Context: an optimization exercise on an open-source flow, tuned for small area. The choices shown serve that exercise and are no tape-out recipe.
The RTL was checked by simulation tests, not by an equivalence proof against the original design.
Power figures rest on the tool's default switching activity, not on a simulated workload.

==> flow/design.v (excerpt) <==
module tree#(parameter NUM = 128, LEN = 16, LEVEL = $clog2(NUM) )(
    input  clk,
    input  [NUM*LEN-1:0] in,
    output [LEN-1:0] sum
    );
Size: ~2300 cells after synthesis, about 220 flip-flops, about 0.016 mm² of cells after synthesis.
==> module tree, before the edit <==
module tree#(parameter NUM = 128, LEN = 16, LEVEL = $clog2(NUM) )(
    input  clk,
    input  [NUM*LEN-1:0] in,
    output [LEN-1:0] sum
    );
    localparam G   = 16;              
    localparam NG  = NUM / G;         
    localparam LAT = LEVEL;           
    wire [NG*LEN-1:0] gres;
    genvar g;
    for (g = 0; g < NG; g = g + 1) begin : g_grp
        prio_sel #(.N(G), .LEN(LEN)) u_sel (.in(in[g*G*LEN +: G*LEN]), .out(gres[g*LEN +: LEN]));
    end
    reg [NG*LEN-1:0] r1;
    always @(posedge clk)
        r1 <= gres;
    wire [LEN-1:0] res;
    prio_sel #(.N(NG), .LEN(LEN)) u_top (.in(r1), .out(res));
    reg [(LAT-1)*LEN-1:0] pipe;
    always @(posedge clk)
        pipe <= {pipe[(LAT-2)*LEN-1:0], res};
    assign sum = pipe[(LAT-1)*LEN-1 -: LEN];
endmodule
==> flow/config.mk <==
export PLATFORM = sky130hd
export DESIGN_NAME = tree
export DESIGN_NICKNAME = tree
export VERILOG_FILES = /design/flow/design.v
export SDC_FILE = /design/flow/constraint.sdc
export NUM_CORES = 4
export LEC_CHECK = 0
export CAP_MARGIN = 20
export CORE_AREA = 10 10 550 310
export DIE_AREA = 0 0 560 320
export GPL_TIMING_DRIVEN = 0
export PLACE_DENSITY = 0.4
export SETUP_SLACK_MARGIN = 0.2
export SLEW_MARGIN = 20
export SYNTH_HIERARCHICAL = 1
==> flow/constraint.sdc <==
create_clock -name core_clock -period 2.0 [get_ports {clk}]
set_input_delay 0.4000 -clock core_clock [delete_from_list [all_inputs] [get_ports {clk}]]
set_output_delay 0.4000 -clock core_clock [all_outputs]
set_load 0.01 [all_outputs]
standard.sh (not shown) runs the stock make flow with config.mk's settings and CLKGATE_MAP_FILE= SYNTH_SCRIPT=/design/flow/synth_recipe.tcl, a recipe that flattens the netlist after the stock synthesis.
==> flow/flow/run.sh <==
#!/bin/bash
# The standard layout, except that
# - the port buffers buffer_ports inserts during placement are the smallest
#   buffer (buf_1) instead of the one it picks itself,
# - the pin placer may put pins one routing track apart (instead of two), so
#   that the 2065 ports fit along a smaller die,
# - and flow/io.tcl gives each group of data pins its own stretch of the top or
#   bottom edge, the result pins the right edge and the clock pin the left.
set -euo pipefail
export BUFFER_PORTS_ARGS="-inputs -outputs -buffer_cell sky130_fd_sc_hd__buf_1"
export PLACE_PINS_ARGS="-min_distance 1 -min_distance_in_tracks"
export IO_CONSTRAINTS="$PWD/flow/io.tcl"
bash standard.sh finish > standard_flow.log 2>&1
==> flow/flow/io.tcl <==
# The clock pin alone on the left edge (met3).
place_pin -pin_name clk -layer met3 -location {0.4 160.14} -pin_size {0.8 0.3} -force_to_die_boundary
# Each stage-1 group of 16 words (256 pins) gets its own 130 um stretch of the
# bottom (groups 0-3) or top (groups 4-7) edge, so that its logic stays close
# together; the result pins go on the right edge.
for {set g 0} {$g < 8} {incr g} {
  set names {}
  for {set i [expr {$g * 256}]} {$i < [expr {($g + 1) * 256}]} {incr i} {
    lappend names "in\[$i\]"
  }
  set x0 [expr {20 + 130 * ($g % 4)}]
  set edge [expr {$g < 4 ? "bottom" : "top"}]
  set_io_pin_constraint -pin_names $names -region $edge:$x0-[expr {$x0 + 130}]
}
set names {}
for {set i 0} {$i < 16} {incr i} { lappend names "sum\[$i\]" }
set_io_pin_constraint -pin_names $names -region right:100-220
The baseline reached the layout checks and failed them: negative setup slack.
Next try:
--- a/flow/design.v
+++ b/flow/design.v
@@ -12,16 +12,22 @@
         prio_sel #(.N(G), .LEN(LEN)) u_sel (.in(in[g*G*LEN +: G*LEN]), .out(gres[g*LEN +: LEN]));
     end
     reg [NG*LEN-1:0] r1;
     always @(posedge clk)
         r1 <= gres;
-    wire [LEN-1:0] res;
-    prio_sel #(.N(NG), .LEN(LEN)) u_top (.in(r1), .out(res));
-    reg [(LAT-1)*LEN-1:0] pipe;
+    localparam NH = NG / 2;
+    wire [2*LEN-1:0] hres;
+    prio_sel #(.N(NH), .LEN(LEN)) u_lo (.in(r1[0 +: NH*LEN]), .out(hres[0 +: LEN]));
+    prio_sel #(.N(NH), .LEN(LEN)) u_hi (.in(r1[NH*LEN +: NH*LEN]), .out(hres[LEN +: LEN]));
+    reg [2*LEN-1:0] r2;
     always @(posedge clk)
-        pipe <= {pipe[(LAT-2)*LEN-1:0], res};
-    assign sum = pipe[(LAT-1)*LEN-1 -: LEN];
+        r2 <= hres;
+    wire [LEN-1:0] res = r2[0] ? r2[0 +: LEN] : r2[LEN +: LEN];
+    reg [(LAT-2)*LEN-1:0] pipe;
+    always @(posedge clk)
+        pipe <= {pipe[(LAT-3)*LEN-1:0], res};
+    assign sum = pipe[(LAT-2)*LEN-1 -: LEN];
 endmodule
 module prio_sel#(parameter N = 16, LEN = 16)(
     input  [N*LEN-1:0] in,
     output [LEN-1:0]   out
     );
The new run passed the timing, DRC and antenna checks.
Maximum frequency rises by 10%.
Total power rises by 1.6%.
Critical path depth rises by 2.
Global-route usage rises by 0.71 points.
Clock skew barely changes.
Core utilization rises by 0.31 points.
Wire length rises by 3.4%.
Cell area rises by 1.7%.
Sequential power rises by 5.5%.
Worst setup slack improves by 200 ps.
Area after synthesis rises by 4.1%.
Synthesized cell count rises by 2.0%.
Clock power falls by 5.9%.

==> re-timing with driven ports <==
How much do the figures lean on ideal ports? The routed layouts below were timed once more, with nothing changed but the port constraints.
Step 1 assumes that a clkbuf_16 drives the clock port and a buf_2 every other input.
Step 2 also shifts input and output timing later by t, the mid clock arrival at the registers, as if the neighbouring blocks saw the same clock.
Three values: ideal, step 1, step 2; two values: the first two.
run	t (ns)	setup slack, ns	worst setup path after step 2	latest minus earliest clock arrival (ns)	worst register clock-pin slew, ns
the first run	0.629	-0.106 / -0.106 / -0.491	input to register	0.029 / 0.030	0.08 / 0.08
the second run	0.633	0.092 / 0.037 / -0.595	input to register	0.033 / 0.033	0.08 / 0.08
Met with ideal ports but missed after step 2: setup timing in the second run. For the second run, which loses most, drivers alone change the setup slack by -0.055 ns; drivers and shift together by -0.687 ns.
